This is an optimization exercise on Yosys and OpenROAD, whose aim is small area, a short achievable clock period and few clock cycles per item, not a production implementation. At most, simulation tests tie the RTL to the original design; equivalence was not proved. Only the layout flow was run in runs 5 to 8; the RTL was not checked for function there. No activity file was given, so power comes from the tool's default toggle rates.

==> design/flow/design.v <==
module fa_padd #(parameter W = 8)
  (input [W-1:0] x, input [W-1:0] y, input ci, output [W-1:0] s, output co);
   wire [W-1:0] p0 = x ^ y;
   reg  [W-1:0] g, p;
   integer      l, i;
   always @* begin
      g = x & y;
      p = p0;
      g[0] = g[0] | (p[0] & ci);
      for (l = 1; (1 << (l - 1)) < W; l = l + 1)
        for (i = (1 << l) - 1; i < W; i = i + (1 << l)) begin
           g[i] = g[i] | (p[i] & g[i - (1 << (l - 1))]);
           p[i] = p[i] & p[i - (1 << (l - 1))];
        end
      for (l = 8; l > 0; l = l - 1)
        if ((1 << l) <= 2 * W)
          for (i = (1 << l) + (1 << (l - 1)) - 1; i < W; i = i + (1 << l)) begin
             g[i] = g[i] | (p[i] & g[i - (1 << (l - 1))]);
             p[i] = p[i] & p[i - (1 << (l - 1))];
          end
   end
   assign s  = p0 ^ {g[W-2:0], ci};
   assign co = g[W-1];
endmodule
module float_add_module
  (
   input         clk,
   input         rstn,
   input  [31:0] a,
   input  [31:0] b,
   output [31:0] result,
   input         start_sig,
   output [3:0]  done_sig
   );
   wire        sa = a[31];
   wire        sb = b[31];
   wire [7:0]  ea = a[30:23];
   wire [7:0]  eb = b[30:23];
   wire [22:0] fa = a[22:0];
   wire [22:0] fb = b[22:0];
   wire [7:0]  dab, dba;
   wire        cab, cba;
   fa_padd #(8) u_dab (.x(ea), .y(~eb), .ci(1'b1), .s(dab), .co(cab));
   fa_padd #(8) u_dba (.x(eb), .y(~ea), .ci(1'b1), .s(dba), .co(cba));
   wire        swe  = ~cab;                 
   wire        eeq  = cab & cba;            
   wire [7:0]  d    = swe ? dba : dab;
   wire        swap = swe | (eeq & (fa < fb));
   wire        sx = swap ? sb : sa;
   wire        sy = swap ? sa : sb;
   wire [22:0] fx = swap ? fb : fa;
   wire [22:0] fy = swap ? fa : fb;
   wire [7:0]  ex = swe ? eb : ea;
   wire [23:0] sigy = {1'b1, fy};
   wire        dbig = |d[7:5];
   wire [25:0] s0 = {sigy, 2'b00};
   wire [25:0] s1 = d[0] ? {1'b0,  s0[25:1]}  : s0;
   wire [25:0] s2 = d[1] ? {2'b0,  s1[25:2]}  : s1;
   wire [25:0] s3 = d[2] ? {4'b0,  s2[25:4]}  : s2;
   wire [25:0] s4 = d[3] ? {8'b0,  s3[25:8]}  : s3;
   wire [25:0] s5 = d[4] ? {16'b0, s4[25:16]} : s4;
   wire [25:0] yw = dbig ? 26'd0 : s5;
   wire [4:0]  dm2   = d[4:0] - 5'd2;
   wire [22:0] smask = (d[4:0] < 5'd3) ? 23'd0 : ~(23'h7fffff << dm2);
   wire [22:0] sfy   = fy & smask & {21'h1fffff, ~(d[4:0] == 5'd25), ~(d[4:0] >= 5'd24)};
   wire        dlo   = (d[7:5] == 3'd0) & (d[4:0] <= 5'd25);
   wire        dmid  = ~dlo & (d <= 8'd46);
   wire        sticky = dmid | (dlo & |sfy);
   wire        quirk = sy & (d >= 8'd47);
   wire        op = sx ^ sy;
   wire        opy = op & ~quirk;
   wire [26:0] xw = {2'b01, fx, 2'b00} ^ {27{quirk}};
   wire [26:0] yv = {1'b0, yw} ^ {27{opy}};
   wire [26:0] m;
   wire        mco;
   fa_padd #(27) u_add (.x(xw), .y(yv), .ci((opy & ~sticky) | quirk), .s(m), .co(mco));
   reg  [26:0] rm;
   reg  [7:0]  rex;
   reg         rs;
   reg         busy;
   always @(posedge clk) begin
      rm  <= m;
      rex <= ex;
      rs  <= sx ^ quirk;
   end
   always @(posedge clk)
     if (!rstn)
       busy <= 1'b0;
     else
       busy <= start_sig & ~busy;
   wire [31:0] mz  = {rm, 5'b11111};
   wire        z16 = ~|mz[31:16];
   wire [15:0] q16 = z16 ? mz[15:0] : mz[31:16];
   wire        z8  = ~|q16[15:8];
   wire [7:0]  q8  = z8 ? q16[7:0] : q16[15:8];
   wire        z4  = ~|q8[7:4];
   wire [3:0]  q4  = z4 ? q8[3:0] : q8[7:4];
   wire        z2  = ~|q4[3:2];
   wire [1:0]  q2  = z2 ? q4[1:0] : q4[3:2];
   wire        z1  = ~q2[1];
   wire [4:0]  lz  = {z16, z8, z4, z2, z1};
   wire [26:0] n4 = z16 ? {rm[10:0], 16'd0} : rm;
   wire [26:0] n3 = z8  ? {n4[18:0], 8'd0} : n4;
   wire [26:0] n2 = z4  ? {n3[22:0], 4'd0} : n3;
   wire [26:0] n1 = z2  ? {n2[24:0], 2'd0} : n2;
   wire [26:0] n0 = z1  ? {n1[25:0], 1'b0} : n1;
   wire [8:0]  eq1   = {1'b0, rex} + 9'd1;
   wire        mzero = ~|rm[26:2];          
   wire [9:0]  en;
   wire        enc;
   fa_padd #(10) u_en (.x({1'b0, eq1}), .y(~{5'd0, lz}), .ci(1'b1), .s(en), .co(enc));  
   wire [22:0] frac;
   wire        fco;
   fa_padd #(23) u_rnd (.x(n0[25:3]), .y(23'd0), .ci(n0[2]), .s(frac), .co(fco));
   wire over  = ~mzero & (en[9:8] == 2'b01);
   wire under = ~mzero & (en[9:8] == 2'b11);
   wire zero  = mzero;
   assign result   = (over | under | zero) ? 32'h3F800000 : {rs, en[7:0], frac};
   assign done_sig = {over, under, zero, busy};
endmodule
==> design/flow/flow/run.sh <==
#!/bin/bash
# The standard layout (the standard.sh), with two changes:
#  * ADDER_MAP_FILE is empty, so synthesis does not extract full and half
#    adder cells; ABC maps the adders' prefix networks as ordinary logic
#  * the port buffers are plain buffers (sky130_fd_sc_hd__buf_2) instead of
#    the delay cells buffer_ports picks by default
# All of make's output goes to flow_make.log here; ORFS keeps its own
# per-step logs under orfs/logs.
set -euo pipefail
cd "$(dirname "$0")/.."
bash standard.sh "ADDER_MAP_FILE=" \
  "BUFFER_PORTS_ARGS=-buffer_cell sky130_fd_sc_hd__buf_2" finish > flow_make.log 2>&1
==> design/flow/standard.sh <==
#!/bin/bash
# synth_recipe.tcl (not shown) runs the flow's synth.tcl, then flattens the netlist and writes it again
# the make line also repeats each setting of config.mk as NAME=value (left out here)
make -C /OpenROAD-flow-scripts/flow DESIGN_CONFIG=/design/flow/config.mk WORK_HOME=/design/flow/orfs CLKGATE_MAP_FILE= SYNTH_SCRIPT=/design/flow/synth_recipe.tcl "${@:-finish}"
==> design/flow/config.mk <==
export PLATFORM = sky130hd
export DESIGN_NAME = float_add_module
export DESIGN_NICKNAME = float_add_module
export VERILOG_FILES = /design/flow/design.v
export SDC_FILE = /design/flow/constraint.sdc
export NUM_CORES = 4
export LEC_CHECK = 0
export ABC_AREA = 1
export CAP_MARGIN = 20
export CORE_MARGIN = 2
export CORE_UTILIZATION = 40
export SETUP_SLACK_MARGIN = 3.5
export SLEW_MARGIN = 20
==> design/flow/constraint.sdc <==
create_clock -name core_clock -period 10.0 [get_ports {clk}]
set_input_delay 2.0000 -clock core_clock [delete_from_list [all_inputs] [get_ports {clk}]]
set_output_delay 2.0000 -clock core_clock [all_outputs]
set_load 0.01 [all_outputs]
==> impl_metrics.yaml, run 1 <==
critical_path:
  critPathTopFamily: "simple AND/OR/NAND/NOR gates"
  cp_max_fo: 10
  worst_setup_path_end_kind: "output pin"
  reg2reg_from: "busy$_SDFF_PN0_"
  crit_path_max_incr_delay_ns: 0.35
  path_class: "reg2out"
  cp.buffers_inverters: 8
  crit_slowest_cell: "dfxtp_1"
  cpMostUsedCell: "nand2_1"
  arrival_ns: 4.20
  cp-startpoint: "rm[15]$_DFF_P_"
  worstPathRequired_ns: 8.00
  cp-start-kind: "register"
drt:
  route.detailed.drc: 0
  drt-initial-drc-count: 629
  drt-total-wl_mm: 28.5
  vias: 10500
  firstDrtPassIters: 5
  ant_nets: 0
  routedWlPerCell_um: 13.8
  via_per_inst: 5.09
floorplan:
  io_pins: 103
  core_area_um2: 21700
  rows: 54
  die_h_um: 152
  dieArea_um2: 23100
  chipWidth_um: 152
  start_util_pct: 40.4
power_and_ir_drop:
  pwr-share-seq_pct: 9.0
  p_leak_nw: 5.69
  peakVddDrop_uv: 105
  p_clk_share_pct: 7.0
  p_sw_mw: 1.63
  p_per_area_nw_per_um2: 281
  combinationalPowerShare_pct: 84.0
  internal-power_mw: 1.21
  swShare_pct: 57.4
logic_synthesis:
  synthCells: 1690
  yosys_warnings: 5
  synth_top_cells_by_count: "nand2_1 (600), nand3_1 (214), inv_1 (172)"
  synth-edff-count: 0
  synth_flop_cell: "dfxtp_1"
  yosys-top-cells-area: "nand2_1 (26%), nand3_1 (12%), dfxtp_1 (8.5%)"
  ys_types: 53
  yosysMostFrequentCell: "nand2_1"
  synth-seq-cells: 37
  yosysTopAreaCellShare_pct: 25.7
  syn-num-nets: 1757
  syn-mean-instance-area_um2: 5.18
  synthArstFlopShare_pct: 0
  ys_seq_area_share_pct: 8.46
  synth_area_um2: 8760
  synth_top_area_cell: "nand2_1"
sta:
  worst_pin_slew_ns: 0.856
  max_clock_freq_mhz: 161
  maxSlewViolCount: 0
  layout_min_cycle_time_ns: 6.20
  relSlewSlack_pct: 42.8
  setup_viol_count_final: 0
  rsz0062_at_grt: "false"
  hold_viol: 0
  fin_skew_ns: 0
  fin_setup_tns_ns: 0
  finalCritPeriodShare_pct: 62.0
clock_tree:
  cts-root-buf: "clkbuf_16"
  clock-sinks: 37
  postCtsHoldBufs: 0
  cts_tree: "done"
  clock_path_buffers: 2
  clock_latency_ns: 0.28
  cts_max_level: 2
  clkTransAtPathRegs_ns: 0.05
  cts_made_buffers: 5
finish:
  syn2layout_area_growth_pct: 15.4
  post-route-util_pct: 46.6
  antennaDiodeCount: 0
  fillers: 2384
  nNetsFinal: 1852
  drive_above_1_share_pct: 18.1
global_route:
  grt_max_degree: 78
  grt_antenna_before_repair: 0
  grt_pass1_wl_mm: 44.7
  grt-ovfl-total: 0
  grt_usage_pct: 22.8
  first_global_vias: 9179
flow_run:
  drv_cap: 0
run_status:
  status: "timing/DRC/antenna clean"
placed_design:
  dp_hpwl_mm: 22.1
  gp_routability_congestion: 0.959
  port_buffers: 102
worst_hold_path:
  hold_path.class: "reg2reg"
  min_from: "busy$_SDFF_PN0_"
[repair_timing]
| action | CTS | global route |
|---|---|---|
| setup endpoints to repair | 34 | 49 |
| setup buffers | 7 | 27 |
| gates cloned | 7 | 6 |
| gates resized for setup | 14 | 62 |
| pin swaps | 8 | 24 |
[stage by stage]
step	hold WS, ns	instance area (µm²)	worst slack (ns)	total power, mW	std cells
after CTS	0.410	9580	3.51	2.68	2033
after global routing	0.438	10100	3.46	3.15	2066
after global placement	0.391	9220	3.25	2.40	2011
after floorplan	0.391	8760	4.71	1.95	1690
final	0.402	10100	3.80	2.84	2066
after detailed placement	0.402	9220	3.09	2.42	2011
[state kept, by name, summed over array words and instances (netlist names)]
signal,count
rs,1
rm,27
busy,1
rex,8
[area by class of cell]
class | count | area (µm²) | share of cell area, %
Clock inverter | 3 | 68.8 | 0.681
Sequential cell | 37 | 742 | 7.34
Tap cell | 280 | 350 | 3.47
Timing Repair Buffer | 137 | 787 | 7.79
Multi-Input combinational cell | 1390 | 7180 | 71.1
Inverter | 214 | 848 | 8.40
Clock buffer | 5 | 125 | 1.24
[routing by layer]
metal / vias to the layer above / GRT usage (%) / routed length, µm
li1: 5577 / - / -
met1: 4604 / 29.1 / 12600
met2: 283 / 40.6 / 14000
met3: 56 / 0.485 / 826
met4: 0 / 9.48 / 1070
met5: - / 0 / 0
[cells by family after synthesis]
group                     count (synthesis)  synth area share (%)
buffers and inverters                   276                  14.0
and+or+nand+nor                        1097                  56.6
xor gates and xnor gates                 81                  8.27
AOI/OAI and AO/OA                       199                  12.7
DFF                                      37                  8.46
[power groups by stage]
stage / clock [mW] / combinational [mW] / sequential (mW)
floorplan: 0 / 1.71 / 0.246
global placement: 0 / 2.15 / 0.257
detailed placement: 0 / 2.16 / 0.259
CTS: 0.204 / 2.22 / 0.255
global route: 0.212 / 2.68 / 0.265
finish: 0.199 / 2.39 / 0.257
[cells in the final DEF (no fill, tap or decap), types with 4 or more instances in the layout]
| cell type | n |
|---|---|
| nor2_2 | 14 |
| nand2_8 | 7 |
| nand3_2 | 6 |
| or2_2 | 5 |
| o21bai_1 | 5 |
| inv_1 | 172 |
| o21ai_1 | 39 |
| nor2_1 | 143 |
| nor2_4 | 9 |
| inv_2 | 34 |
| nand4_1 | 28 |
| nand3b_1 | 12 |
| buf_4 | 32 |
| buf_2 | 102 |
| nand3_4 | 5 |
| nor4_1 | 4 |
| nand2_4 | 23 |
| nand2_2 | 26 |
| dfxtp_1 | 36 |
| clkbuf_16 | 5 |
| xnor2_1 | 24 |
| xor2_1 | 55 |
| o21ai_0 | 80 |
| o21ai_2 | 18 |
| nand3_1 | 213 |
| a21oi_1 | 33 |
| nand2_1 | 596 |
[worst paths after layout]
path | slack [ns] | to | cells past startpoint
worst max-delay path | 3.80 | result[22] | 26
worst min-delay path | 0.40 | busy$_SDFF_PN0_ | 1
worst max register to register | 9.54 | busy$_SDFF_PN0_ | 1
worst min register to register | 0.40 | busy$_SDFF_PN0_ | 1
Testbench counts, summed over its fixed seeds: cycles 4,096, items 2,048.
==> inputs of run 2 (changes only) <==
--- a/design/flow/config.mk
+++ b/design/flow/config.mk
@@ -11,2 +11,4 @@
 export CORE_UTILIZATION = 40
+export GPL_ROUTABILITY_DRIVEN = 0
+export GPL_TIMING_DRIVEN = 1
 export SETUP_SLACK_MARGIN = 3.5
==> impl_metrics.yaml, run 2 <==
drt:
  drt-total-wl_mm: 27.6
  routedWlPerCell_um: 13.3
  vias: 10600
  via_per_inst: 5.11
  ant_nets: 0
  drt-initial-drc-count: 669
  firstDrtPassIters: 6
  route.detailed.drc: 0
sta:
  layout_min_cycle_time_ns: 6.31
  maxSlewViolCount: 0
  finalCritPeriodShare_pct: 63.1
  fin_setup_tns_ns: 0
  max_clock_freq_mhz: 159
  hold_viol: 0
  setup_slack_ns: 3.69
  fin_skew_ns: 0
  worst_pin_slew_ns: 0.917
  rsz0062_at_grt: "false"
  hold_slack_ns: 0.399
  setup_viol_count_final: 0
  relSlewSlack_pct: 38.7
placed_design:
  dp_hpwl_mm: 21.0
  pre_cts_slack_ns: 3.17
  port_buffers: 102
  placed_cell_area_um2: 9220
worst_hold_path:
  whs_path_depth: 1
  hold_path.class: "reg2reg"
  min_to: "busy$_SDFF_PN0_"
  min_from: "busy$_SDFF_PN0_"
logic_synthesis:
  ys_seq_area_share_pct: 8.46
  synthSimpleGateAreaFrac_pct: 56.6
  yosys-top-cells-area: "nand2_1 (26%), nand3_1 (12%), dfxtp_1 (8.5%)"
  muxShareOfSynthArea_pct: 0
  synthArstFlopShare_pct: 0
  synth-edff-count: 0
  synth_top_cells_by_count: "nand2_1 (600), nand3_1 (214), inv_1 (172)"
  yosysTopAreaCellShare_pct: 25.7
  synth_top_area_cell: "nand2_1"
  synth-seq-cells: 37
  syn-num-nets: 1757
  yosysMostFrequentCell: "nand2_1"
  syn-mean-instance-area_um2: 5.18
  ys_types: 53
  synthCells: 1690
  synth_compound_area_share_pct: 12.7
  synth_fa_ha_area_share_pct: 0
  synth_area_um2: 8760
  synth_xor_xnor_area_share_pct: 8.27
  synth_top_family_by_area: "simple AND/OR/NAND/NOR gates"
  yosys_warnings: 5
  synth_flop_cell: "dfxtp_1"
clock_tree:
  clock-sinks: 37
  clock_latency_ns: 0.28
  clock_path_buffers: 2
  cts-root-buf: "clkbuf_16"
  cts_max_level: 2
  postCtsHoldBufs: 0
  cts_tree: "done"
  clkTransAtPathRegs_ns: 0.05
  cts_made_buffers: 5
floorplan:
  core_area_um2: 21700
  rows: 54
  chipWidth_um: 152
  io_pins: 103
  die_h_um: 152
  dieArea_um2: 23100
  start_util_pct: 40.4
global_route:
  grt-ovfl-total: 0
  first_global_vias: 9180
  grt_usage_pct: 21.7
  grt_antenna_before_repair: 0
  grt_max_degree: 78
  grt_pass1_wl_mm: 43.1
critical_path:
  worstPathRequired_ns: 8.00
  r2r_cells: 1
  cp_max_fo: 15
  ff2ff_setup_slack_ns: 9.54
  worst_setup_path_end_kind: "output pin"
  arrival_ns: 4.31
  worstReg2RegEnd: "busy$_SDFF_PN0_"
  cp-start-kind: "register"
  crit_path_max_incr_delay_ns: 0.33
  path_class: "reg2out"
  reg2reg_from: "busy$_SDFF_PN0_"
  crit_slowest_cell: "o21ai_0"
power_and_ir_drop:
  p_per_area_nw_per_um2: 288
  p_leak_nw: 5.70
  p_total_mw: 2.94
  peakVddDrop_uv: 124
finish:
  nNetsFinal: 1861
  seq_area_um2: 741
  syn2layout_area_growth_pct: 16.9
  top_register: "rm"
  top_regs: "rm (27), rex (8)"
  drive_above_1_share_pct: 18.9
  antennaDiodeCount: 0
  fillers: 2398
  multi_input_area_um2: 7210
  final_common_cell: "nand2_1"
  stdcell_area_um2: 10200
  final_cell_mix: "nand2_1 (594), nand3_1 (213), inv_1 (169)"
  largest_register_ff_count: 27
run_status:
  status: "timing/DRC/antenna clean"
flow_run:
  drv_cap: 0
## run 2: cell counts after synthesis
Identical to the previous run, type by type.
## run 2: metal layers
layer,up-vias,global-route usage [%],wire (µm)
met5,-,0,0
met4,0,9.88,1240
met2,330,38.1,13000
met1,4590,27.4,12300
met3,89,1.11,1040
li1,5588,-,-
## run 2: how the worst max path moves through the flow
stage	from	cells after the start	end
2_1_floorplan	rm[23]$_DFF_P_	28	result[10]
3_3_place_gp	rm[14]$_DFF_P_	28	result[30]
3_5_place_dp	rm[14]$_DFF_P_	28	result[31]
4_1_cts	rm[23]$_DFF_P_	25	result[21]
6_report	rm[22]$_DFF_P_	28	result[22]
5_1_grt	rm[22]$_DFF_P_	28	result[22]
## run 2: logic make-up (layout without fill, tap and decap cells)
group,after synthesis,count (layout)
xor gates and xnor gates,81,81
buffers and inverters,276,369
and+or+nand+nor,1097,1109
DFF,37,37
AOI/OAI and AO/OA,199,199
## run 2: metrics by stage
stage / utilization, % / instances
finish: 47.2 / 2075
global route: 47.2 / 2075
CTS: 44.1 / 2030
detailed placement: 42.5 / 2011
global placement: 42.5 / 2011
floorplan: - / 1690
## run 2: timing repair
action | 4_1_cts | 5_1_grt
setup buffers | 6 | 37
gates resized for setup | 16 | 73
setup endpoints to repair | 34 | 47
gates cloned | 5 | 8
pin swaps | 5 | 24
## run 2: cell type report
class	instances	area share, %
Inverter	214	8.30
Multi-Input combinational cell	1389	70.5
Clock buffer	5	1.22
Timing Repair inverter	1	0.0855
Timing Repair Buffer	146	8.65
Sequential cell	37	7.23
Tap cell	280	3.42
Clock inverter	3	0.635
## run 2: power breakdown
| part | internal (mW) | switching (mW) | leakage, nW |
|---|---|---|---|
| logic | 0.909 | 1.58 | 5.29 |
| registers | 0.220 | 0.0430 | 0.312 |
| clock network | 0.142 | 0.0538 | 0.0938 |
## run 2: critical path, delay by kind of cell, from the launching register on
kind                   cells  cell delay (ns)
and+or+nand+nor           17             2.13
buffers and inverters      7             0.89
AOI/OAI and AO/OA          4             0.70
DFF                        1             0.29
==> inputs of run 3 (changes only) <==
--- a/design/flow/config.mk
+++ b/design/flow/config.mk
@@ -10,5 +10,4 @@
 export CORE_MARGIN = 2
-export CORE_UTILIZATION = 40
-export GPL_ROUTABILITY_DRIVEN = 0
-export GPL_TIMING_DRIVEN = 1
+export CORE_UTILIZATION = 60
+export PLACE_DENSITY = 0.75
 export SETUP_SLACK_MARGIN = 3.5
==> impl_metrics.yaml, run 3 <==
floorplan:
  rows: 44
  dieArea_um2: 15600
  die_h_um: 125
  io_pins: 103
  chipWidth_um: 125
  core_area_um2: 14400
  start_util_pct: 60.7
critical_path:
  reg2reg_from: "busy$_SDFF_PN0_"
  cpMostUsedCell: "nand2_1"
  worst_setup_path_end_kind: "output pin"
  crit_slowest_cell: "dfxtp_1"
  cp-start-kind: "register"
  path_class: "reg2out"
  cp-startpoint: "rm[14]$_DFF_P_"
  ff2ff_setup_slack_ns: 9.52
  arrival_ns: 4.30
  worstPathRequired_ns: 8.00
  r2r_cells: 1
  worstReg2RegEnd: "busy$_SDFF_PN0_"
  crit_path_max_incr_delay_ns: 0.34
  cp_max_fo: 6
  crit_end: "result[19]"
logic_synthesis:
  ys_seq_area_share_pct: 8.46
  synth-edff-count: 0
  syn-mean-instance-area_um2: 5.18
  synth-seq-cells: 37
  yosys-top-cells-area: "nand2_1 (26%), nand3_1 (12%), dfxtp_1 (8.5%)"
  synth_area_um2: 8760
  synthArstFlopShare_pct: 0
  synth_flop_cell: "dfxtp_1"
  yosysTopAreaCellShare_pct: 25.7
  synth_top_area_cell: "nand2_1"
  syn-num-nets: 1757
  ys_types: 53
  yosysMostFrequentCell: "nand2_1"
  synth_top_cells_by_count: "nand2_1 (600), nand3_1 (214), inv_1 (172)"
  synthCells: 1690
  yosys_warnings: 5
finish:
  multi_input_area_um2: 7170
  final_common_cell: "nand2_1"
  seq_area_um2: 742
  drive_above_1_share_pct: 17.8
  stdcell_area_um2: 9960
  top_register: "rm"
  final_cell_mix: "nand2_1 (597), nand3_1 (214), inv_1 (172)"
  antennaDiodeCount: 0
  fillers: 1416
  nNetsFinal: 1854
  top_regs: "rm (27), rex (8)"
  post-route-util_pct: 69.1
  syn2layout_area_growth_pct: 13.8
  largest_register_ff_count: 27
global_route:
  grt-ovfl-total: 0
  grt_antenna_before_repair: 0
  first_global_vias: 9385
  grt_usage_pct: 32.9
  grt_pass1_wl_mm: 43.1
  grt_max_degree: 78
sta:
  rsz0062_at_grt: "false"
  worst_pin_slew_ns: 0.871
  fin_skew_ns: 0
  max_clock_freq_mhz: 159
  fin_setup_tns_ns: 0
  relSlewSlack_pct: 41.8
  layout_min_cycle_time_ns: 6.30
  setup_slack_ns: 3.70
  finalCritPeriodShare_pct: 63.0
  setup_viol_count_final: 0
  maxSlewViolCount: 0
  hold_viol: 0
clock_tree:
  clock_latency_ns: 0.28
  cts_max_level: 2
  cts_made_buffers: 5
  cts-root-buf: "clkbuf_16"
  cts_tree: "done"
  clock-sinks: 37
  clkTransAtPathRegs_ns: 0.06
  clock_path_buffers: 2
worst_hold_path:
  whs_path_depth: 1
  hold_path.class: "reg2reg"
drt:
  drt-initial-drc-count: 713
  drt-total-wl_mm: 27.5
  route.detailed.drc: 0
  ant_nets: 0
  firstDrtPassIters: 8
  vias: 10900
  routedWlPerCell_um: 13.9
  via_per_inst: 5.51
placed_design:
  dp_hpwl_mm: 21.0
  port_buffers: 102
  gp_routability_congestion: 0.985
  placed_cell_area_um2: 9100
  pre_cts_slack_ns: 3.10
run_status:
  status: "timing/DRC/antenna clean"
power_and_ir_drop:
  p_per_area_nw_per_um2: 288
  p_leak_nw: 5.67
  peakVddDrop_uv: 143
flow_run:
  drv_cap: 0
## run 3: cell types whose count changed in the layout (fill, tap and decap cells not counted), moves of 3 or more
| cell | change |
|---|---|
| nor2_1 | +5 |
| buf_12 | -3 |
| inv_1 | +3 |
| nand2_1 | +3 |
| nor2_2 | -3 |
| o21ai_2 | -3 |
## run 3: area by class of cell
| class | instances | share of cell area, % |
|---|---|---|
| multi-input cells | 1389 | 71.9 |
| inverters | 214 | 8.56 |
| repair buffers | 140 | 8.02 |
| flip-flops and latches | 37 | 7.45 |
| well taps | 184 | 2.31 |
| clock buffers | 7 | 1.43 |
| clock inverters | 1 | 0.301 |
## run 3: critical path: cells and delay by family, from the launching register on
family / cells / cell delay, ns
compound gates: 3 / 0.47
buf+inv: 4 / 0.48
flops: 1 / 0.34
simple gates: 20 / 2.72
## run 3: per-layer routing
layer  routed length (µm)  vias to the layer above  track usage, %  part of all wire [%]
li1                     -                     5583               -                     -
met1                11100                     4789            37.8                    41
met2                13300                      389            58.7                    48
met3                 1280                      112            3.44                   4.6
met4                 1770                        0            19.9                   6.4
met5                    0                        -               0                     0
## run 3: report_power, final
part	internal, mW	switching (mW)	leakage, nW
logic	0.863	1.56	5.28
clock network	0.124	0.0569	0.0841
registers	0.220	0.0413	0.312
total	1.21	1.66	5.67
## run 3: logic make-up after synthesis
kind of cell / synth area share, %
and+or+nand+nor: 56.6
buffers and inverters: 14.0
AOI/OAI and AO/OA: 12.7
xor gates and xnor gates: 8.27
DFF: 8.46
## run 3: how the worst min path moves through the flow
| stage | from | end | slack (ns) |
|---|---|---|---|
| 2_1_floorplan | busy$_SDFF_PN0_ | busy$_SDFF_PN0_ | 0.39 |
| 4_1_cts | busy$_SDFF_PN0_ | busy$_SDFF_PN0_ | 0.41 |
| 5_1_grt | busy$_SDFF_PN0_ | busy$_SDFF_PN0_ | 0.42 |
| 6_report | busy$_SDFF_PN0_ | busy$_SDFF_PN0_ | 0.42 |
| 3_5_place_dp | busy$_SDFF_PN0_ | busy$_SDFF_PN0_ | 0.40 |
| 3_3_place_gp | busy$_SDFF_PN0_ | busy$_SDFF_PN0_ | 0.39 |
## run 3: per-stage QoR
stage          std cells  total power [mW]  hold WS (ns)
2_1_floorplan       1690              1.95         0.391
3_3_place_gp        1915              2.36         0.392
3_5_place_dp        1915              2.40         0.402
4_1_cts             1936              2.65         0.412
5_1_grt             1972              3.14         0.417
6_report            1972              2.87         0.416
## run 3: what timing repair did
item | in CTS | in global routing
gates cloned | 6 | 6
resized for setup | 20 | 50
hold buffers | 0 | 0
endpoints found under the setup margin | 34 | 48
buffers inserted | 7 | 30
pin swaps | 8 | 19
==> inputs of run 4 (changes only) <==
--- a/design/flow/config.mk
+++ b/design/flow/config.mk
@@ -8,7 +8,6 @@
 export ABC_AREA = 1
-export CAP_MARGIN = 20
+export CAP_MARGIN = 0
 export CORE_MARGIN = 2
-export CORE_UTILIZATION = 60
-export PLACE_DENSITY = 0.75
+export CORE_UTILIZATION = 40
 export SETUP_SLACK_MARGIN = 3.5
-export SLEW_MARGIN = 20
+export SLEW_MARGIN = 0
==> impl_metrics.yaml, run 4 <==
global_route:
  grt_usage_pct: 22.8
  first_global_vias: 9179
  grt_pass1_wl_mm: 44.7
  grt-ovfl-total: 0
  grt_max_degree: 78
  grt_antenna_before_repair: 0
logic_synthesis:
  synthSimpleGateAreaFrac_pct: 56.6
  synth_area_um2: 8760
  synthArstFlopShare_pct: 0
  syn-num-nets: 1757
  yosysTopAreaCellShare_pct: 25.7
  synth-seq-cells: 37
  synthCells: 1690
  synth_compound_area_share_pct: 12.7
  synth-edff-count: 0
  synth_xor_xnor_area_share_pct: 8.27
  synth_top_family_by_area: "simple AND/OR/NAND/NOR gates"
  yosys-top-cells-area: "nand2_1 (26%), nand3_1 (12%), dfxtp_1 (8.5%)"
  ys_seq_area_share_pct: 8.46
  synth_top_area_cell: "nand2_1"
  yosys_warnings: 5
  ys_types: 53
  synth_fa_ha_area_share_pct: 0
  syn-mean-instance-area_um2: 5.18
  synth_flop_cell: "dfxtp_1"
  synth_top_cells_by_count: "nand2_1 (600), nand3_1 (214), inv_1 (172)"
  yosysMostFrequentCell: "nand2_1"
  muxShareOfSynthArea_pct: 0
clock_tree:
  cts_max_level: 2
  clock_path_buffers: 2
  cts-root-buf: "clkbuf_16"
  clock_latency_ns: 0.28
  cts_made_buffers: 5
  clock-sinks: 37
  clkTransAtPathRegs_ns: 0.05
  cts_tree: "done"
flow_run:
  drv_cap: 0
floorplan:
  start_util_pct: 40.4
  chipWidth_um: 152
  core_area_um2: 21700
  dieArea_um2: 23100
  die_h_um: 152
  io_pins: 103
  rows: 54
sta:
  maxSlewViolCount: 0
  hold_viol: 0
  fin_skew_ns: 0
  max_clock_freq_mhz: 161
  finalCritPeriodShare_pct: 62.0
  hold_slack_ns: 0.402
  fin_setup_tns_ns: 0
  worst_pin_slew_ns: 0.856
  relSlewSlack_pct: 42.8
  layout_min_cycle_time_ns: 6.20
  setup_viol_count_final: 0
  rsz0062_at_grt: "false"
finish:
  stdcell_area_um2: 10100
  top_regs: "rm (27), rex (8)"
  multi_input_area_um2: 7180
  post-route-util_pct: 46.6
  syn2layout_area_growth_pct: 15.4
  seq_area_um2: 742
  antennaDiodeCount: 0
  drive_above_1_share_pct: 18.1
  nNetsFinal: 1852
  top_register: "rm"
  final_cells: 2066
  final_common_cell: "nand2_1"
  largest_register_ff_count: 27
  fillers: 2384
  final_cell_mix: "nand2_1 (596), nand3_1 (213), inv_1 (172)"
power_and_ir_drop:
  p_per_area_nw_per_um2: 281
  peakVddDrop_uv: 105
  p_leak_nw: 5.69
critical_path:
  ff2ff_setup_slack_ns: 9.54
  r2r_cells: 1
  cp_max_fo: 10
  worstReg2RegEnd: "busy$_SDFF_PN0_"
  cp-start-kind: "register"
  path_class: "reg2out"
  worst_setup_path_end_kind: "output pin"
  reg2reg_from: "busy$_SDFF_PN0_"
  worstPathRequired_ns: 8.00
  arrival_ns: 4.20
placed_design:
  placed_cell_area_um2: 9220
  gp_routability_congestion: 0.959
  dp_hpwl_mm: 22.1
  port_buffers: 102
  dp.cells: 2011
drt:
  via_per_inst: 5.09
  route.detailed.drc: 0
  firstDrtPassIters: 5
  drt-total-wl_mm: 28.5
  drt-initial-drc-count: 629
  routedWlPerCell_um: 13.8
  vias: 10500
  ant_nets: 0
worst_hold_path:
  hold_path.class: "reg2reg"
  min_from: "busy$_SDFF_PN0_"
  whs_path_depth: 1
  min_to: "busy$_SDFF_PN0_"
run_status:
  status: "timing/DRC/antenna clean"
run 4: cell counts after synthesis:
Identical to the previous run, type by type.
run 4: worst max-delay path by stage:
stage                        start         end  slack [ns]
floorplan           rm[23]$_DFF_P_  result[10]        4.71
global placement    rm[14]$_DFF_P_  result[22]        3.25
detailed placement  rm[14]$_DFF_P_  result[22]        3.09
CTS                 rm[23]$_DFF_P_  result[21]        3.51
global route        rm[19]$_DFF_P_  result[31]        3.46
finish              rm[15]$_DFF_P_  result[22]        3.80
run 4: metal layers:
layer	track usage, %	vias up	share of wire [%]
met4	9.48	0	3.8
met5	0	-	0
met1	29.1	4604	44
met3	0.485	56	2.9
met2	40.6	283	49
li1	-	5577	-
run 4: cell type report:
cell class                      count  share of cell area (%)
Timing Repair Buffer              137                    7.79
Clock inverter                      3                   0.681
Tap cell                          280                    3.47
Inverter                          214                    8.40
Clock buffer                        5                    1.24
Sequential cell                    37                    7.34
Multi-Input combinational cell   1390                    71.1
run 4: what timing repair did:
action,in CTS,in global routing
gates resized for setup,14,62
hold buffers,0,0
setup endpoints to repair,34,49
setup buffers,7,27
gates cloned,7,6
pin swaps,8,24
run 4: kinds of logic after synthesis:
| kind of cell | after synthesis |
|---|---|
| and+or+nand+nor | 1097 |
| DFF | 37 |
| buffers and inverters | 276 |
| xor gates and xnor gates | 81 |
| AOI/OAI and AO/OA | 199 |
run 4: critical path: stages, from the launching register on:
cell,delay (ns)
dfxtp_1,0.35
nor4_1,0.06
and2_1,0.18
nand2_4,0.15
clkinv_4,0.06
a21oi_2,0.17
nand2_2,0.08
nor3_4,0.22
nand2_4,0.12
clkbuf_2,0.18
buf_4,0.15
buf_4,0.13
inv_2,0.16
a31oi_1,0.19
o21ai_1,0.26
inv_1,0.07
nand2_1,0.07
o21ai_0,0.15
or2_2,0.31
o21ai_0,0.11
inv_1,0.09
nor2_1,0.14
nand3_1,0.09
nand2_1,0.07
nand2_1,0.09
nor2_4,0.10
buf_2,0.14
run 4: metrics by stage:
| step | setup slack (ns) | power, mW |
|---|---|---|
| after floorplan | 4.71 | 1.95 |
| after global placement | 3.25 | 2.40 |
| after detailed placement | 3.09 | 2.42 |
| after CTS | 3.51 | 2.68 |
| after global routing | 3.46 | 3.15 |
| final | 3.80 | 2.84 |
run 4: power breakdown:
| group | switching (mW) | leakage [nW] | internal [mW] | total [mW] |
|---|---|---|---|---|
| clock network | 0.0556 | 0.0944 | 0.143 | 0.199 |
| registers | 0.0372 | 0.312 | 0.220 | 0.257 |
| logic | 1.54 | 5.29 | 0.848 | 2.39 |
==> inputs of run 5 (changes only) <==
--- a/design/flow/design.v
+++ b/design/flow/design.v
@@ -77,4 +77,2 @@
    reg  [26:0] rm;
-   reg  [7:0]  rex;
-   reg         rs;
    reg         busy;
@@ -82,4 +80,2 @@
       rm  <= m;
-      rex <= ex;
-      rs  <= sx ^ quirk;
    end
@@ -106,3 +102,3 @@
    wire [26:0] n0 = z1  ? {n1[25:0], 1'b0} : n1;
-   wire [8:0]  eq1   = {1'b0, rex} + 9'd1;
+   wire [8:0]  eq1   = {1'b0, ex} + 9'd1;       
    wire        mzero = ~|rm[26:2];          
@@ -117,3 +113,3 @@
    wire zero  = mzero;
-   assign result   = (over | under | zero) ? 32'h3F800000 : {rs, en[7:0], frac};
+   assign result   = (over | under | zero) ? 32'h3F800000 : {sx ^ quirk, en[7:0], frac};
    assign done_sig = {over, under, zero, busy};
--- a/design/flow/config.mk
+++ b/design/flow/config.mk
@@ -8,3 +8,3 @@
 export ABC_AREA = 1
-export CAP_MARGIN = 0
+export CAP_MARGIN = 20
 export CORE_MARGIN = 2
@@ -12,2 +12,2 @@
 export SETUP_SLACK_MARGIN = 3.5
-export SLEW_MARGIN = 0
+export SLEW_MARGIN = 20
==> impl_metrics.yaml, run 5 <==
placed_design:
  gp_routability_congestion: 0.982
  placed_cell_area_um2: 9270
  port_buffers: 102
  dp.cells: 2029
  dp_hpwl_mm: 22.4
power_and_ir_drop:
  peakVddDrop_uv: 120
  combinationalPowerShare_pct: 87.3
  swShare_pct: 57.3
  p_per_area_nw_per_um2: 246
  pwr-share-seq_pct: 8.1
  internal-power_mw: 1.10
  p_leak_nw: 5.78
  p_sw_mw: 1.47
  p_clk_share_pct: 4.6
sta:
  hold_viol: 0
  max_clock_freq_mhz: 146
  worst_pin_slew_ns: 0.724
  fin_skew_ns: 0
  relSlewSlack_pct: 51.2
  hold_slack_ns: 0.402
  rsz0062_at_grt: "true"
  setup_viol_count_final: 0
  fin_setup_tns_ns: 0
  finalCritPeriodShare_pct: 68.4
  layout_min_cycle_time_ns: 6.84
  maxSlewViolCount: 0
floorplan:
  chipWidth_um: 151
  core_area_um2: 21000
  start_util_pct: 40.9
  dieArea_um2: 22700
  io_pins: 103
  die_h_um: 151
  rows: 53
logic_synthesis:
  synth_top_cells_by_count: "nand2_1 (620), nand3_1 (207), inv_1 (201)"
  synth-seq-cells: 28
  synth_flop_cell: "dfxtp_1"
  synthArstFlopShare_pct: 0
  ys_seq_area_share_pct: 6.53
  yosys_warnings: 5
  yosys-top-cells-area: "nand2_1 (27%), nand3_1 (12%), inv_1 (8.8%)"
  yosysMostFrequentCell: "nand2_1"
  syn-mean-instance-area_um2: 5.01
  synthCells: 1715
  syn-num-nets: 1782
  yosysTopAreaCellShare_pct: 27.1
  ys_types: 53
  synth_top_area_cell: "nand2_1"
  synth-edff-count: 0
  synth_area_um2: 8590
finish:
  drive_above_1_share_pct: 19.7
  final_cells: 2092
  top_register: "rm"
  stdcell_area_um2: 10400
  top_regs: "rm (27), busy (1)"
  final_cell_mix: "nand2_1 (596), nand3_1 (203), inv_1 (185)"
  antennaDiodeCount: 0
  final_common_cell: "nand2_1"
  largest_register_ff_count: 27
  fillers: 2279
  post-route-util_pct: 49.5
  syn2layout_area_growth_pct: 21.2
  nNetsFinal: 1885
clock_tree:
  cts-root-buf: "clkbuf_16"
  clkTransAtPathRegs_ns: 0.07
  clock_latency_ns: 0.26
  clock_path_buffers: 2
  clock-sinks: 28
  cts_max_level: 1
  cts_made_buffers: 3
  cts_tree: "done"
global_route:
  grt_pass1_wl_mm: 46.8
  grt_antenna_before_repair: 0
  grt_max_degree: 40
  grt-ovfl-total: 0
  first_global_vias: 9695
  grt_usage_pct: 25.2
critical_path:
  crit_slowest_cell: "buf_12"
  cp-start-kind: "primary input"
  worst_setup_path_end_kind: "output pin"
  cp_max_fo: 6
  worstPathRequired_ns: 8.00
  path_class: "in2out"
  cpMostUsedCell: "nand2_2"
  crit_path_max_incr_delay_ns: 0.18
  arrival_ns: 4.84
run_status:
  status: "timing/DRC/antenna clean"
drt:
  ant_nets: 0
  via_per_inst: 5.16
  drt-total-wl_mm: 29.8
  firstDrtPassIters: 5
  drt-initial-drc-count: 807
  vias: 10800
  routedWlPerCell_um: 14.2
  route.detailed.drc: 0
flow_run:
  drv_cap: 0
worst_hold_path:
  hold_path.class: "reg2reg"
-- run 5: cell types whose count changed after synthesis, sizes merged, moves of 3 or more --
cell    before  now
buf         51   60
clkbuf      11    5
clkinv       0    3
dfxtp       37   28
inv        214  226
nand2      645  659
nand3      220  213
nand4       29   25
nor2       165  180
nor3         9    6
o21ai      139  145
o21bai       7    3
xnor2       24   19
-- run 5: layout make-up --
cell class | instances | area, µm² | area share [%]
tap | 275 | 344 | 3.30
sequential | 28 | 561 | 5.38
inverter | 229 | 911 | 8.75
clock inverter | 1 | 30.0 | 0.288
timing repair buffer | 155 | 1170 | 11.2
clock buffer | 3 | 75.1 | 0.721
multi-input combinational | 1401 | 7320 | 70.3
-- run 5: worst paths after layout --
path	from	end	slack (ns)	depth (start not counted)
worst max-delay path	a[23]	result[11]	3.16	31
worst max register to register	busy$_SDFF_PN0_	busy$_SDFF_PN0_	9.54	1
worst min register to register	busy$_SDFF_PN0_	busy$_SDFF_PN0_	0.40	1
worst min-delay path	busy$_SDFF_PN0_	busy$_SDFF_PN0_	0.40	1
-- run 5: logic make-up (layout without fill, tap and decap cells) --
group           after synthesis  count (layout)  synth area share (%)
xor+xnor                     78              78                  8.13
compound gates              200             201                  12.8
buf+inv                     294             388                  15.2
mux                           2               2                 0.233
flops                        28              28                  6.53
simple gates               1113            1120                  57.1
-- run 5: timing repair --
| item | CTS | global route |
|---|---|---|
| hold buffers | 0 | 0 |
| endpoints found under the hold margin | 0 | 0 |
| pin swaps | 33 | 28 |
| buffers inserted | 24 | 26 |
| setup endpoints to repair | 34 | 48 |
| gates resized for setup | 93 | 52 |
| cloned | 8 | 1 |
-- run 5: worst max-delay path, delay by kind of cell --
kind | cells | cell delay, ns
buf+inv | 9 | 0.91
compound gates | 1 | 0.17
simple gates | 21 | 1.75
-- run 5: power by group through the flow --
stage	sequential [mW]	clock, mW	combinational (mW)
5_1_grt	0.214	0.122	2.50
4_1_cts	0.208	0.118	2.16
2_1_floorplan	0.196	0	1.55
3_5_place_dp	0.210	0	1.96
6_report	0.208	0.117	2.24
3_3_place_gp	0.208	0	1.96
-- run 5: layer usage --
metal | vias up | share of wire [%] | track usage, % | routed length (µm)
met2 | 327 | 46 | 43.7 | 13700
met5 | - | 0 | 0 | 0
met4 | 0 | 2.5 | 6.18 | 735
met1 | 4809 | 45 | 33.6 | 13500
met3 | 38 | 5.9 | 2.27 | 1770
li1 | 5615 | - | - | -
-- run 5: stage by stage --
stage / setup slack [ns] / total power [mW]
final: 3.16 / 2.57
after global routing: 2.93 / 2.84
after global placement: 1.99 / 2.17
after floorplan: 3.22 / 1.75
after CTS: 3.23 / 2.48
after detailed placement: 1.76 / 2.17
==> inputs of run 6 (changes only) <==
--- a/design/flow/design.v
+++ b/design/flow/design.v
@@ -62,8 +62,16 @@
    wire [25:0] yw = dbig ? 26'd0 : s5;
-   wire [4:0]  dm2   = d[4:0] - 5'd2;
-   wire [22:0] smask = (d[4:0] < 5'd3) ? 23'd0 : ~(23'h7fffff << dm2);
-   wire [22:0] sfy   = fy & smask & {21'h1fffff, ~(d[4:0] == 5'd25), ~(d[4:0] >= 5'd24)};
+   reg  [22:0] sor;                         
+   integer     k2;
+   always @* begin
+      sor[0] = fy[0];
+      for (k2 = 1; k2 < 23; k2 = k2 + 1)
+        sor[k2] = sor[k2-1] | fy[k2];
+   end
+   wire [4:0]  dm3   = d[4:0] - 5'd3;
+   wire        slo   = (d[4:0] < 5'd3)   ? 1'b0 :
+                       (d[4:0] == 5'd24) ? |fy[21:1] :
+                       (d[4:0] == 5'd25) ? |fy[22:2] : sor[dm3];
    wire        dlo   = (d[7:5] == 3'd0) & (d[4:0] <= 5'd25);
    wire        dmid  = ~dlo & (d <= 8'd46);
-   wire        sticky = dmid | (dlo & |sfy);
+   wire        sticky = dmid | (dlo & slo);
    wire        quirk = sy & (d >= 8'd47);
@@ -77,2 +85,4 @@
    reg  [26:0] rm;
+   reg  [7:0]  rex;
+   reg         rs;
    reg         busy;
@@ -80,2 +90,4 @@
       rm  <= m;
+      rex <= ex;
+      rs  <= sx ^ quirk;
    end
@@ -102,3 +114,3 @@
    wire [26:0] n0 = z1  ? {n1[25:0], 1'b0} : n1;
-   wire [8:0]  eq1   = {1'b0, ex} + 9'd1;       
+   wire [8:0]  eq1   = {1'b0, rex} + 9'd1;
    wire        mzero = ~|rm[26:2];          
@@ -113,3 +125,3 @@
    wire zero  = mzero;
-   assign result   = (over | under | zero) ? 32'h3F800000 : {sx ^ quirk, en[7:0], frac};
+   assign result   = (over | under | zero) ? 32'h3F800000 : {rs, en[7:0], frac};
    assign done_sig = {over, under, zero, busy};
==> impl_metrics.yaml, run 6 <==
clock_tree:
  clock_latency_ns: 0.28
  clock_path_buffers: 2
  postCtsHoldBufs: 0
  cts_made_buffers: 5
  cts_max_level: 2
  cts-root-buf: "clkbuf_16"
  cts_tree: "done"
  clkTransAtPathRegs_ns: 0.06
  clock-sinks: 37
global_route:
  grt-ovfl-total: 0
  first_global_vias: 8636
  grt_max_degree: 98
  grt_antenna_before_repair: 0
  grt_pass1_wl_mm: 41.6
  grt_usage_pct: 22.7
power_and_ir_drop:
  pwr-share-seq_pct: 10.0
  p_leak_nw: 5.43
  p_clk_share_pct: 6.7
  p_per_area_nw_per_um2: 273
  internal-power_mw: 1.21
  p_total_mw: 2.74
  combinationalPowerShare_pct: 83.3
  peakVddDrop_uv: 99.3
  p_sw_mw: 1.54
  swShare_pct: 56.1
floorplan:
  core_area_um2: 20400
  start_util_pct: 41.0
  chipWidth_um: 149
  dieArea_um2: 22100
  rows: 52
  io_pins: 103
  die_h_um: 149
logic_synthesis:
  synthSimpleGateAreaFrac_pct: 49.0
  yosys_warnings: 5
  synth_top_cells_by_count: "nand2_1 (585), inv_1 (176), nor2_1 (155)"
  synth-edff-count: 0
  yosysTopAreaCellShare_pct: 26.2
  synthCells: 1595
  ys_seq_area_share_pct: 8.84
  synth_flop_cell: "dfxtp_1"
  yosys-top-cells-area: "nand2_1 (26%), dfxtp_1 (8.8%), inv_1 (7.9%)"
  ys_types: 58
  synth_fa_ha_area_share_pct: 0
  synth_xor_xnor_area_share_pct: 9.63
  synth_compound_area_share_pct: 17.0
  syn-mean-instance-area_um2: 5.26
  muxShareOfSynthArea_pct: 0.836
  synth-seq-cells: 37
  syn-num-nets: 1662
  yosysMostFrequentCell: "nand2_1"
  synthArstFlopShare_pct: 0
  synth_top_area_cell: "nand2_1"
  synth_top_family_by_area: "simple AND/OR/NAND/NOR gates"
  synth_area_um2: 8380
critical_path:
  worst_setup_path_end_kind: "output pin"
  ff2ff_setup_slack_ns: 9.54
  r2r_cells: 1
  crit_slowest_cell: "dfxtp_2"
  cp_max_fo: 7
  arrival_ns: 4.47
  worstReg2RegEnd: "busy$_SDFF_PN0_"
  path_class: "reg2out"
  cp-startpoint: "rm[24]$_DFF_P_"
  crit_path_max_incr_delay_ns: 0.31
  cp-start-kind: "register"
  worstPathRequired_ns: 8.00
  reg2reg_from: "busy$_SDFF_PN0_"
drt:
  drt-initial-drc-count: 668
  ant_nets: 0
  firstDrtPassIters: 5
  drt-total-wl_mm: 26.9
  via_per_inst: 5.03
  vias: 10000
  route.detailed.drc: 0
  routedWlPerCell_um: 13.6
finish:
  fillers: 2202
  final_cell_mix: "nand2_1 (578), inv_1 (168), nor2_1 (150)"
  drive_above_1_share_pct: 22.1
  top_regs: "rm (27), rex (8)"
  syn2layout_area_growth_pct: 19.9
  top_register: "rm"
  final_common_cell: "nand2_1"
  antennaDiodeCount: 0
  largest_register_ff_count: 27
  nNetsFinal: 1784
placed_design:
  dp_hpwl_mm: 20.4
  gp_routability_congestion: 0.949
  port_buffers: 102
  pre_cts_slack_ns: 2.15
sta:
  fin_setup_tns_ns: 0
  worst_pin_slew_ns: 0.648
  finalCritPeriodShare_pct: 64.7
  setup_slack_ns: 3.53
  hold_viol: 0
  relSlewSlack_pct: 56.8
  rsz0062_at_grt: "true"
  maxSlewViolCount: 0
  setup_viol_count_final: 0
  max_clock_freq_mhz: 155
  fin_skew_ns: 0
  layout_min_cycle_time_ns: 6.47
run_status:
  status: "timing/DRC/antenna clean"
worst_hold_path:
  hold_path.class: "reg2reg"
  whs_path_depth: 1
  min_to: "busy$_SDFF_PN0_"
  min_from: "busy$_SDFF_PN0_"
flow_run:
  drv_cap: 0
-- run 6: changes by cell type after synthesis, moves of 6 or more --
cell	before	now
nand3_1	207	85
o21ai_1	35	76
nand2_1	620	585
inv_1	201	176
buf_2	32	16
nor2_1	168	155
nand3b_1	12	0
or2_1	4	16
nand4_1	25	14
o21ai_2	2	12
clkbuf_1	5	14
dfxtp_1	28	37
inv_2	23	29
nor2_2	10	16
-- run 6: kinds of logic after synthesis --
kind of cell / count (synthesis)
buffers and inverters: 268
DFF: 37
xor gates and xnor gates: 84
AOI/OAI and AO/OA: 256
and+or+nand+nor: 943
muxes: 7
-- run 6: power groups by stage --
stage / Combinational [mW] / Sequential, mW / Clock (mW)
floorplan: 1.53 / 0.247 / 0
global placement: 1.92 / 0.263 / 0
detailed placement: 1.93 / 0.265 / 0
CTS: 2.03 / 0.265 / 0.185
global route: 2.55 / 0.282 / 0.192
finish: 2.29 / 0.275 / 0.183
-- run 6: worst max-delay path by stage --
stage                  to  cells after the start
2_1_floorplan  result[21]                     25
3_5_place_dp   result[27]                     31
3_3_place_gp   result[23]                     31
4_1_cts        result[27]                     32
5_1_grt        result[27]                     34
6_report       result[27]                     35
-- run 6: worst max-delay path: cells and delay by family, from the launching register on --
family | cells | cell delay [ns]
buffers and inverters | 8 | 0.98
AND/OR/NAND/NOR | 23 | 2.31
flip-flops | 1 | 0.31
AO/OA/AOI/OAI | 4 | 0.56
-- run 6: timing repair --
action / CTS / global route
setup buffers: 23 / 36
gates resized for setup: 45 / 90
hold endpoints to repair: 0 / 0
endpoints found under the setup margin: 42 / 50
cloned: 6 / 4
pin swaps: 17 / 33
-- run 6: final cells by class --
type / instances / area, µm² / area share [%]
multi-input cells: 1299 / 6930 / 69.0
repair buffers: 166 / 1040 / 10.4
inverters: 208 / 818 / 8.15
flip-flops and latches: 37 / 743 / 7.40
well taps: 270 / 338 / 3.36
clock buffers: 6 / 139 / 1.38
clock inverters: 2 / 37.5 / 0.374
-- run 6: routing by layer --
metal / track usage [%] / part of all wire [%] / wire, µm / vias up
met3: 1.53 / 4.3 / 1150 / 56
li1: - / - / - / 5256
met5: 0 / 0 / 0 / -
met1: 29.6 / 45 / 12000 / 4404
met2: 40.8 / 48 / 12900 / 291
met4: 5.90 / 3.3 / 878 / 0
-- run 6: stage by stage --
stage | utilization, % | hold slack, ns | area (µm²) | instances
2_1_floorplan | - | 0.391 | 8380 | 1595
3_5_place_dp | 43.2 | 0.396 | 8820 | 1911
3_3_place_gp | 43.2 | 0.394 | 8820 | 1911
5_1_grt | 49.2 | 0.418 | 10000 | 1988
4_1_cts | 46.0 | 0.404 | 9400 | 1948
6_report | 49.2 | 0.399 | 10000 | 1988
==> inputs of run 7 (changes only) <==
--- a/design/flow/config.mk
+++ b/design/flow/config.mk
@@ -11,3 +11,3 @@
 export CORE_UTILIZATION = 40
-export SETUP_SLACK_MARGIN = 3.5
+export SETUP_SLACK_MARGIN = 3.25
 export SLEW_MARGIN = 20
==> impl_metrics.yaml, run 7 <==
run_status:
  status: "timing/DRC/antenna clean"
logic_synthesis:
  yosys_warnings: 5
  syn-num-nets: 1662
  synth-edff-count: 0
  synth_area_um2: 8380
  synth-seq-cells: 37
  ys_seq_area_share_pct: 8.84
  yosysTopAreaCellShare_pct: 26.2
  synth_top_cells_by_count: "nand2_1 (585), inv_1 (176), nor2_1 (155)"
  synth_flop_cell: "dfxtp_1"
  synth_top_area_cell: "nand2_1"
  synthCells: 1595
  syn-mean-instance-area_um2: 5.26
  synthArstFlopShare_pct: 0
  ys_types: 58
  yosysMostFrequentCell: "nand2_1"
  yosys-top-cells-area: "nand2_1 (26%), dfxtp_1 (8.8%), inv_1 (7.9%)"
critical_path:
  cp_max_fo: 8
  critPathTopFamily: "simple AND/OR/NAND/NOR gates"
  crit_slowest_cell: "dfxtp_1"
  cp-startpoint: "rm[14]$_DFF_P_"
  ff2ff_setup_slack_ns: 9.54
  reg2reg_from: "busy$_SDFF_PN0_"
  cp-start-kind: "register"
  cpMostUsedCell: "nand2_4"
  crit_cells: 27
  worstReg2RegEnd: "busy$_SDFF_PN0_"
  crit_end: "result[22]"
  worst_setup_path_end_kind: "output pin"
  arrival_ns: 4.50
  cp.buffers_inverters: 5
  r2r_cells: 1
  crit_path_max_incr_delay_ns: 0.39
  path_class: "reg2out"
  worstPathRequired_ns: 8.00
finish:
  fillers: 2238
  nNetsFinal: 1763
  syn2layout_area_growth_pct: 16.5
  antennaDiodeCount: 0
  drive_above_1_share_pct: 19.9
  final_cells: 1967
  largest_register_ff_count: 27
  final_cell_mix: "nand2_1 (580), inv_1 (171), nor2_1 (150)"
  multi_input_area_um2: 6780
  top_register: "rm"
  final_common_cell: "nand2_1"
  seq_area_um2: 742
  top_regs: "rm (27), rex (8)"
  stdcell_area_um2: 9760
placed_design:
  port_buffers: 102
  dp.cells: 1911
  placed_cell_area_um2: 8820
  gp_routability_congestion: 0.949
  dp_hpwl_mm: 20.4
clock_tree:
  cts-root-buf: "clkbuf_16"
  clock_latency_ns: 0.28
  clock_path_buffers: 2
  clkTransAtPathRegs_ns: 0.06
  cts_max_level: 2
  cts_made_buffers: 5
  clock-sinks: 37
  postCtsHoldBufs: 0
  cts_tree: "done"
floorplan:
  io_pins: 103
  die_h_um: 149
  chipWidth_um: 149
  dieArea_um2: 22100
  start_util_pct: 41.0
  core_area_um2: 20400
  rows: 52
drt:
  routedWlPerCell_um: 13.3
  drt-initial-drc-count: 647
  via_per_inst: 4.98
  route.detailed.drc: 0
  drt-total-wl_mm: 26.1
  vias: 9795
  firstDrtPassIters: 5
  ant_nets: 0
sta:
  max_clock_freq_mhz: 154
  relSlewSlack_pct: 47.4
  worst_pin_slew_ns: 0.788
  finalCritPeriodShare_pct: 65.0
  setup_viol_count_final: 0
  fin_skew_ns: 0
  fin_setup_tns_ns: 0
  rsz0062_at_grt: "true"
  maxSlewViolCount: 0
  layout_min_cycle_time_ns: 6.50
  hold_viol: 0
global_route:
  grt_max_degree: 98
  grt_pass1_wl_mm: 40.4
  grt_antenna_before_repair: 0
  grt_usage_pct: 22.1
  first_global_vias: 8385
  grt-ovfl-total: 0
worst_hold_path:
  hold_path.class: "reg2reg"
  min_from: "busy$_SDFF_PN0_"
power_and_ir_drop:
  peakVddDrop_uv: 99.1
  p_leak_nw: 5.30
  p_total_mw: 2.64
  p_per_area_nw_per_um2: 271
flow_run:
  drv_cap: 0
[run 7: cell counts after synthesis]
Identical to the previous run, type by type.
[run 7: repair_timing]
action,in CTS,in global routing
setup buffers,8,33
gates cloned,3,4
resized for setup,29,62
endpoints found under the hold margin,0,0
pin swaps,4,24
endpoints found under the setup margin,34,50
[run 7: report_power, final]
part	switching, mW	leakage (nW)	internal [mW]
Clock	0.0581	0.0831	0.124
Sequential	0.0489	0.312	0.221
Combinational	1.38	4.90	0.810
[run 7: kinds of logic (layout without fill, tap and decap cells)]
group,after synthesis,after routing,share of synthesized area [%]
AOI/OAI and AO/OA,256,256,17.0
xor gates and xnor gates,84,84,9.63
buffers and inverters,268,364,14.7
DFF,37,37,8.84
muxes,7,7,0.836
and+or+nand+nor,943,949,49.0
[run 7: layer usage]
layer	GRT usage (%)	vias up	share of wire, %
met5	0	-	0
met4	5.57	0	3.3
met3	1.47	50	4.8
met2	39.1	302	47
met1	29.1	4246	45
li1	-	5197	-
[run 7: cell type report]
type	instances	share of cell area, %
clock buffer	6	1.42
tap	270	3.46
clock inverter	2	0.385
sequential	37	7.60
timing repair buffer	148	9.41
inverter	208	8.23
multi-input combinational	1296	69.5
[run 7: stage by stage]
stage	setup WS, ns	utilization (%)	hold slack (ns)
after global routing	3.09	47.8	0.418
after detailed placement	2.15	43.2	0.396
after CTS	3.25	45.0	0.404
after global placement	2.42	43.2	0.394
after floorplan	4.47	-	0.391
final	3.50	47.8	0.399
[run 7: how the worst min path moves through the flow]
stage	endpoint	slack, ns	cells after the start
after detailed placement	busy$_SDFF_PN0_	0.40	1
after global placement	busy$_SDFF_PN0_	0.39	1
final	busy$_SDFF_PN0_	0.40	1
after floorplan	busy$_SDFF_PN0_	0.39	1
after global routing	busy$_SDFF_PN0_	0.42	1
after CTS	busy$_SDFF_PN0_	0.40	1
==> inputs of run 8 (changes only) <==
--- a/design/flow/design.v
+++ b/design/flow/design.v
@@ -2,2 +2,3 @@
   (input [W-1:0] x, input [W-1:0] y, input ci, output [W-1:0] s, output co);
+   localparam L = $clog2(W);
    wire [W-1:0] p0 = x ^ y;
@@ -9,12 +10,7 @@
       g[0] = g[0] | (p[0] & ci);
-      for (l = 1; (1 << (l - 1)) < W; l = l + 1)
-        for (i = (1 << l) - 1; i < W; i = i + (1 << l)) begin
-           g[i] = g[i] | (p[i] & g[i - (1 << (l - 1))]);
-           p[i] = p[i] & p[i - (1 << (l - 1))];
-        end
-      for (l = 8; l > 0; l = l - 1)
-        if ((1 << l) <= 2 * W)
-          for (i = (1 << l) + (1 << (l - 1)) - 1; i < W; i = i + (1 << l)) begin
-             g[i] = g[i] | (p[i] & g[i - (1 << (l - 1))]);
-             p[i] = p[i] & p[i - (1 << (l - 1))];
+      for (l = 0; l < L; l = l + 1)
+        for (i = 0; i < W; i = i + 1)
+          if (i[l]) begin
+             g[i] = g[i] | (p[i] & g[((i >> l) << l) - 1]);
+             p[i] = p[i] & p[((i >> l) << l) - 1];
           end
@@ -47,3 +43,6 @@
    wire [7:0]  d    = swe ? dba : dab;
-   wire        swap = swe | (eeq & (fa < fb));
+   wire [22:0] fdum;
+   wire        cf;
+   fa_padd #(23) u_fc (.x(fa), .y(~fb), .ci(1'b1), .s(fdum), .co(cf));
+   wire        swap = swe | (eeq & ~cf);
    wire        sx = swap ? sb : sa;
@@ -62,24 +61,18 @@
    wire [25:0] yw = dbig ? 26'd0 : s5;
-   reg  [22:0] sor;                         
-   integer     k2;
+   reg         sticky;
+   integer     j;
    always @* begin
-      sor[0] = fy[0];
-      for (k2 = 1; k2 < 23; k2 = k2 + 1)
-        sor[k2] = sor[k2-1] | fy[k2];
+      sticky = 1'b0;
+      for (j = 0; j < 24; j = j + 1)
+        if (sigy[j] && ({1'b0, d} >= j + 3) && ({1'b0, d} <= j + 23))
+          sticky = 1'b1;
    end
-   wire [4:0]  dm3   = d[4:0] - 5'd3;
-   wire        slo   = (d[4:0] < 5'd3)   ? 1'b0 :
-                       (d[4:0] == 5'd24) ? |fy[21:1] :
-                       (d[4:0] == 5'd25) ? |fy[22:2] : sor[dm3];
-   wire        dlo   = (d[7:5] == 3'd0) & (d[4:0] <= 5'd25);
-   wire        dmid  = ~dlo & (d <= 8'd46);
-   wire        sticky = dmid | (dlo & slo);
    wire        quirk = sy & (d >= 8'd47);
    wire        op = sx ^ sy;
-   wire        opy = op & ~quirk;
-   wire [26:0] xw = {2'b01, fx, 2'b00} ^ {27{quirk}};
-   wire [26:0] yv = {1'b0, yw} ^ {27{opy}};
+   wire [26:0] xw = {2'b01, fx, 2'b00};
+   wire [26:0] xa = quirk ? 27'd0 : xw;
+   wire [26:0] yv = ({1'b0, yw} ^ {27{op & ~quirk}}) | ({27{quirk}} & ~xw);
    wire [26:0] m;
    wire        mco;
-   fa_padd #(27) u_add (.x(xw), .y(yv), .ci((opy & ~sticky) | quirk), .s(m), .co(mco));
+   fa_padd #(27) u_add (.x(xa), .y(yv), .ci((op & ~sticky) | quirk), .s(m), .co(mco));
    reg  [26:0] rm;
==> design/flow/run.sh (new file) <==
#!/bin/bash
# synth_recipe.tcl (not shown) runs the flow's synth.tcl, then flattens the netlist and writes it again
# the make line also repeats each setting of config.mk as NAME=value (left out here)
make -C /OpenROAD-flow-scripts/flow DESIGN_CONFIG=/design/flow/config.mk WORK_HOME=/design/flow/orfs CLKGATE_MAP_FILE= SYNTH_SCRIPT=/design/flow/synth_recipe.tcl finish
--- a/design/flow/config.mk
+++ b/design/flow/config.mk
@@ -11,3 +11,2 @@
 export CORE_UTILIZATION = 40
-export SETUP_SLACK_MARGIN = 3.25
 export SLEW_MARGIN = 20
removed: design/flow/flow/run.sh
removed: design/flow/standard.sh
==> impl_metrics.yaml, run 8 <==
run_status:
  status: "timing/DRC/antenna clean"
sta:
  fin_setup_tns_ns: 0
  maxSlewViolCount: 0
  rsz0062_at_grt: "false"
  fin_skew_ns: 0
  max_clock_freq_mhz: 116
  hold_slack_ns: 0.414
  finalCritPeriodShare_pct: 86.0
  relSlewSlack_pct: 42.1
  setup_viol_count_final: 0
  hold_viol: 0
  worst_pin_slew_ns: 0.860
  layout_min_cycle_time_ns: 8.60
floorplan:
  chipWidth_um: 156
  rows: 55
  core_area_um2: 22600
  die_h_um: 156
  dieArea_um2: 24300
  io_pins: 103
  start_util_pct: 40.7
logic_synthesis:
  synth-seq-cells: 37
  ys_seq_area_share_pct: 8.03
  synth_flop_cell: "dfxtp_1"
  yosysMostFrequentCell: "nand2_1"
  synth-edff-count: 0
  syn-mean-instance-area_um2: 5.45
  synthCells: 1691
  synthArstFlopShare_pct: 0
  synth_top_area_cell: "nand2_1"
  synth_area_um2: 9220
  synth_top_cells_by_count: "nand2_1 (524), nand3_1 (266), inv_1 (222)"
  yosys_warnings: 5
  syn-num-nets: 1846
  ys_types: 50
  yosys-top-cells-area: "nand2_1 (21%), nand3_1 (14%), ha_1 (10%)"
  yosysTopAreaCellShare_pct: 21.3
clock_tree:
  clock-sinks: 37
  postCtsSetupRepairBufs: 0
  cts_max_level: 2
  postCtsHoldBufs: 0
  clock_latency_ns: 0.29
  cts_tree: "done"
  postCtsResizedCells: 0
  clkTransAtPathRegs_ns: 0.06
  cts_made_buffers: 5
  clock_path_buffers: 2
  cts-root-buf: "clkbuf_16"
critical_path:
  path_class: "reg2out"
  worstPathRequired_ns: 8.00
  worst_setup_path_end_kind: "output pin"
  arrival_ns: 6.60
  cp_max_fo: 36
  cp.buffers_inverters: 10
  crit_slowest_cell: "clkdlybuf4s50_1"
  crit_path_max_incr_delay_ns: 0.57
  critPathTopFamily: "buffers and inverters"
  cp-start-kind: "register"
  cpMostUsedCell: "inv_1"
global_route:
  grt_pass1_wl_mm: 54.3
  grt_max_degree: 48
  grt_antenna_before_repair: 1
  grt-ovfl-total: 0
  grt_usage_pct: 28.2
  first_global_vias: 10300
worst_hold_path:
  hold_path.class: "reg2reg"
finish:
  largest_register_ff_count: 27
  final_cells: 2032
  seq_area_um2: 741
  fillers: 2512
  drive_above_1_share_pct: 5.15
  top_regs: "rm (27), rex (8)"
  antennaDiodeCount: 0
  nNetsFinal: 1901
  multi_input_area_um2: 7220
  final_common_cell: "nand2_1"
  stdcell_area_um2: 10500
  final_cell_mix: "nand2_1 (523), nand3_1 (266), inv_1 (222)"
  syn2layout_area_growth_pct: 14.2
  top_register: "rm"
drt:
  firstDrtPassIters: 6
  drt-initial-drc-count: 971
  routedWlPerCell_um: 17.0
  ant_nets: 0
  drt-total-wl_mm: 34.5
  vias: 11000
  via_per_inst: 5.42
  route.detailed.drc: 0
placed_design:
  dp_hpwl_mm: 28.9
  port_buffers: 102
  placed_cell_area_um2: 10400
  dp.cells: 2024
  gp_routability_congestion: 1.02
power_and_ir_drop:
  p_total_mw: 2.89
  p_leak_nw: 5.72
  p_per_area_nw_per_um2: 275
  peakVddDrop_uv: 198
flow_run:
  drv_cap: 0
run 8: final timing paths:
| check | startpoint | to | slack (ns) | depth (start not counted) |
|---|---|---|---|---|
| max reg2reg | busy$_SDFF_PN0_ | busy$_SDFF_PN0_ | 9.53 | 1 |
| max | rm[14]$_DFF_P_ | result[28] | 1.40 | 33 |
| min reg2reg | busy$_SDFF_PN0_ | busy$_SDFF_PN0_ | 0.41 | 1 |
| min | busy$_SDFF_PN0_ | busy$_SDFF_PN0_ | 0.41 | 1 |
run 8: cells by family after synthesis:
family / count (synthesis) / synth area share [%]
XOR/XNOR: 41 / 3.89
multiplexers: 1 / 0.109
flip-flops: 37 / 8.03
AO/OA/AOI/OAI: 239 / 14.4
buffers and inverters: 303 / 13.8
adder cells (fa/ha/maj): 88 / 13.0
AND/OR/NAND/NOR: 982 / 46.8
run 8: metal layers:
metal,track usage [%],part of all wire [%]
met5,0,0
met4,10.3,3.8
met3,2.08,5.3
met2,51.5,49
met1,34.6,42
run 8: area by class of cell:
cell class              instances  area share (%)
multi-input cells            1351            68.5
repair buffers                125            11.3
inverters                     226            8.08
flip-flops and latches         37            7.03
well taps                     285            3.39
clock buffers                   5            1.19
clock inverters                 3           0.439
run 8: metrics by stage:
| step | worst slack [ns] | utilization, % |
|---|---|---|
| floorplan | 3.07 | - |
| global placement | 1.19 | 45.8 |
| detailed placement | 1.20 | 45.8 |
| CTS | 1.38 | 46.5 |
| global route | 0.580 | 46.5 |
| finish | 1.40 | 46.5 |
run 8: where the power goes:
part           internal, mW  switching (mW)
logic                 0.907            1.54
clock network         0.118          0.0692
registers             0.218          0.0373
total                  1.24            1.65

static timing again, ports no longer ideal:
No port has a modelled driver above. Below, the same layouts with a new extraction and two added sets of constraints.
Step 1 (the two cells are an assumption about what drives the block):
set clk [get_ports {clk}]
set_driving_cell -lib_cell sky130_fd_sc_hd__clkbuf_16 $clk
set_driving_cell -lib_cell sky130_fd_sc_hd__buf_2 [delete_from_list [all_inputs] $clk]
Step 2 moves the port delays by t, midway between the first and last clock arrival at a register: inputs arrive t later, outputs are due t later. That takes back most of the time a late clock gives input paths.
a / b / c = ideal / step 1 / step 2; a / b = the first two.
| run | shift t [ns] | setup WS [ns] | hold slack, ns | worst setup path after step 2 | slew at the worst register clock pin (ns) |
|---|---|---|---|---|---|
| run 1 | 0.313 | 3.804 / 3.768 / 3.586 | 0.402 / 0.402 / 0.402 | input to register | 0.05 / 0.05 |
| run 2 | 0.310 | 3.693 / 3.657 / 3.705 | 0.399 / 0.399 / 0.399 | input to register | 0.05 / 0.05 |
| run 3 | 0.322 | 3.698 / 3.657 / 3.575 | 0.416 / 0.416 / 0.416 | input to register | 0.06 / 0.06 |
| run 4 | 0.313 | 3.804 / 3.768 / 3.586 | 0.402 / 0.402 / 0.402 | input to register | 0.05 / 0.05 |
| run 5 | 0.295 | 3.160 / 3.104 / 3.104 | 0.402 / 0.402 / 0.402 | input to output | 0.07 / 0.07 |
| run 6 | 0.312 | 3.528 / 3.489 / 3.615 | 0.399 / 0.399 / 0.399 | input to register | 0.06 / 0.06 |
| run 7 | 0.311 | 3.496 / 3.457 / 3.418 | 0.399 / 0.399 / 0.399 | input to register | 0.06 / 0.06 |
| run 8 | 0.325 | 1.404 / 1.364 / 1.152 | 0.414 / 0.414 / 0.414 | input to register | 0.06 / 0.06 |
After both steps every run listed still meets setup and hold. For run 8, which loses most, drivers alone change the setup slack by -0.040 ns; drivers and shift together by -0.252 ns.
